From an optimization exercise on the open Yosys and OpenROAD flow, aimed at small area and a short achievable clock period; shortcuts taken in it are not production practice.
Only simulation tests tie the RTL to the original design; equivalence was not proved.

// CS
module CS(Y, X, reset, clk);
input clk, reset;
input [7:0] X;
output reg [9:0] Y;
reg [3:0] count;                  
reg [7:0] w0, w1, w2, w3, w4, w5, w6, w7, w8;    
reg [7:0] q;                      
reg [3:0] r;                      
reg nz;                           
always @(posedge clk) nz <= ~reset;
wire [7:0] qz = q & {8{nz}};
wire [3:0] rz = r & {4{nz}};
always @(posedge clk) begin
  q <= qn; r <= rn;
end
wire full = (count == 4'd9);
wire en = full & ~reset;
wire [7:0] qn;
wire [3:0] rn;
wire [9:0] Yd;
always @(posedge clk) begin
  w0 <= X; w1 <= w0; w2 <= w1; w3 <= w2; w4 <= w3;
  w5 <= w4; w6 <= w5; w7 <= w6; w8 <= w7;
end
always @(posedge clk) begin
  if (reset) count <= 4'd0;
  else if (!full) count <= count + 4'd1;
end
always @(posedge clk) Y <= Yd;
  ...
Size in the first run: ~20 I/O pins, roughly 0.0066 mm2 of cells after synthesis.
export LEC_CHECK = 0
export CAP_MARGIN = 20
export CORE_MARGIN = 2
export CORE_UTILIZATION = 40
export CTS_BUF_LIST = sky130_fd_sc_hd__clkbuf_8
export SLEW_MARGIN = 20
export SYNTH_HIERARCHICAL = 1
export SYNTH_MINIMUM_KEEP_SIZE = 0
create_clock -name core_clock -period 23.0 [get_ports {clk}]
standard.sh (not shown) runs the stock make flow with config.mk's settings and CLKGATE_MAP_FILE= SYNTH_SCRIPT=/design/flow/synth_recipe.tcl, a recipe that flattens the netlist after the stock synthesis.
==> flow/flow/run.sh <==
#!/bin/bash
# The standard layout (standard.sh), with two changes to how it is made:
#  - ORFS's timing repair aims at a setup slack of 13.75 ns at the design's clock
#    period (SETUP_SLACK_MARGIN), so repair_timing sizes and buffers critical paths;
#  - every input and output port still gets a buffer, of cell sky130_fd_sc_hd__buf_2.
set -e
export SETUP_SLACK_MARGIN=13.75
export BUFFER_PORTS_ARGS="-buffer_cell sky130_fd_sc_hd__buf_2"
bash standard.sh > standard.log 2>&1
The starting point finished clean.
Then changed:
==> flow/flow/run.sh (replaced) <==
#!/bin/bash
# The standard layout (standard.sh), with two changes to how it is made:
#  - ORFS's timing repair aims at a setup slack of 13.5 ns at the design's clock
#    period (SETUP_SLACK_MARGIN), so repair_timing sizes and buffers critical paths;
#  - every input and output port still gets a buffer, of cell sky130_fd_sc_hd__buf_2.
set -e
export SETUP_SLACK_MARGIN=13.5
export BUFFER_PORTS_ARGS="-buffer_cell sky130_fd_sc_hd__buf_2"
bash standard.sh > standard.log 2>&1
Settings changed: CORE_UTILIZATION 40 to 50.
Outcome:
- worst setup slack got worse by 0.083 ns
- synthesized area is unchanged
- non-clock buffer count shrinks by 6
- sequential cell count stays the same
- synthesized cell count is unchanged
- wire length shrinks by 3.1%
- via count shrinks by 2.6%
- hold slack barely changes
- maximum frequency shrinks by 0.91%
- critical path depth stays the same
Then changed:
==> flow/flow/run.sh (replaced) <==
#!/bin/bash
# The standard layout (standard.sh), with two changes to how it is made:
#  - ORFS's timing repair aims at a setup slack of 14 ns at the design's clock
#    period (SETUP_SLACK_MARGIN), so repair_timing sizes and buffers critical paths;
#  - every input and output port still gets a buffer, of cell sky130_fd_sc_hd__buf_2.
set -e
export SETUP_SLACK_MARGIN=14
export BUFFER_PORTS_ARGS="-buffer_cell sky130_fd_sc_hd__buf_2"
bash standard.sh > standard.log 2>&1
Effect:
- The changed run completed without violations
- die area stays the same
- design area rises by about 5%
- hold slack hardly moves
- synthesized cell count does not change
- global-route usage went up by 0.23 points
- count of clock-buffer cells in the layout does not change
- routed wire length climbs by about 5.6%
- non-clock buffer count went up by 16
- flip-flop and latch count does not change
Then changed:
==> flow/flow/run.sh (replaced) <==
#!/bin/bash
# The standard layout (standard.sh), with two changes to how it is made:
#  - ORFS's timing repair aims at a setup slack of 13.5 ns at the design's clock
#    period (SETUP_SLACK_MARGIN), so repair_timing sizes and buffers critical paths;
#  - every input and output port still gets a buffer, of cell sky130_fd_sc_hd__buf_2.
set -e
export SETUP_SLACK_MARGIN=13.5
export BUFFER_PORTS_ARGS="-buffer_cell sky130_fd_sc_hd__buf_2"
bash standard.sh > standard.log 2>&1
Settings changed: CORE_UTILIZATION 50 to 55.
Result: The new run ran to the end with no violations; wire length goes down by 4.1%; setup slack is worse by 0.25 ns; cell count falls by 5.8%; fmax came out lower by 2.8%; hold slack degrades by 0.017 ns; cell area came out lower by 5.1%.

CS, a different RTL version from the one above (not shown whole).
Size: ~20 I/O pins, about 6700 µm² of cells after synthesis.
Settings: LEC_CHECK=0, CAP_MARGIN=20, CORE_MARGIN=2, CORE_UTILIZATION=40, CTS_BUF_LIST=sky130_fd_sc_hd__clkbuf_8, SLEW_MARGIN=20, SYNTH_HIERARCHICAL=1, SYNTH_MINIMUM_KEEP_SIZE=0; clock period 23.0 ns.
==> flow/flow/run.sh <==
#!/bin/bash
# The standard layout (standard.sh), with two changes to how it is made:
#  - ORFS's timing repair aims at a setup slack of 13.5 ns at the design's clock
#    period (SETUP_SLACK_MARGIN), so repair_timing sizes and buffers critical paths;
#  - every input and output port still gets a buffer, of cell sky130_fd_sc_hd__buf_2.
set -e
export SETUP_SLACK_MARGIN=13.5
export BUFFER_PORTS_ARGS="-buffer_cell sky130_fd_sc_hd__buf_2"
bash standard.sh > standard.log 2>&1
The starting point passed the timing, DRC and antenna checks.
==> next run, changes <==
Settings changed: CTS_BUF_LIST sky130_fd_sc_hd__clkbuf_8 to default.
The changed run completed without violations.
Via count rises by 0.58%.
Clock-buffer cell count does not change.
Global-route usage increases by 0.12 points.
Worst setup slack is better by 0.029 ns.
Flip-flop and latch count does not change.
Final area rises by 0.96%.
Worst hold slack barely changes.
Core utilization increases by 0.43 points.
==> next run, changes <==
==> flow/flow/run.sh (replaced) <==
#!/bin/bash
# The standard layout (standard.sh), with ORFS's timing repair aimed at a
# setup slack of 14 ns at the design's clock period (SETUP_SLACK_MARGIN),
# so that repair_timing sizes and buffers the critical paths.
set -e
export SETUP_SLACK_MARGIN=14
bash standard.sh > standard.log 2>&1
Design area climbs by 4.6%.
Global-route usage barely changes.
Via count climbs by 2.2%.
Worst setup slack improves by 0.21 ns.
Synthesized cell count stays the same.
Synthesized area does not change.
Flip-flop and latch count stays the same.
Core utilization climbs by 2.1 points.
Critical path depth climbs by 1.

## static timing again, ports no longer ideal
How much do the figures lean on ideal ports? The routed layouts below were timed once more, with nothing changed but the port constraints.
Step 1 sets driving cells, clkbuf_16 on the clock port and buf_2 on the other inputs (assumed; they add their load-dependent delay and slew).
Step 2, shift: input delay + t, output delay - t, t = (earliest + latest rising clock arrival at the registers) / 2. This alone moves slack from input paths to output paths.
Slacks: ideal / step 1 / step 2; pairs: ideal / step 1.
| run | t, ns | slack for setup (ns) | slew at the worst register clock pin (ns) | worst slew at a driven data input, ns |
|---|---|---|---|---|
| the first run of note 1 | 0.428 | 13.980 / 13.980 / 13.904 | 0.11 / 0.11 | 0.04 |
| the second run of note 1 | 0.435 | 13.896 / 13.896 / 13.839 | 0.11 / 0.11 | 0.03 |
| the third run of note 1 | 0.436 | 14.188 / 14.188 / 13.927 | 0.11 / 0.11 | 0.03 |
| the fourth run of note 1 | 0.420 | 13.933 / 13.933 / 13.871 | 0.10 / 0.10 | 0.03 |
| the first run of note 2 | 0.425 | 13.851 / 13.851 / 13.851 | 0.10 / 0.10 | 0.04 |
| the second run of note 2 | 0.391 | 13.879 / 13.879 / 13.879 | 0.07 / 0.07 | 0.04 |
| the third run of note 2 | 0.396 | 14.090 / 14.090 / 13.889 | 0.07 / 0.07 | 0.03 |
After both steps every run listed still meets setup and hold. The setup slack of the third run of note 1, which loses most, moves by 0.000 ns with the drivers and by -0.261 ns with both steps.
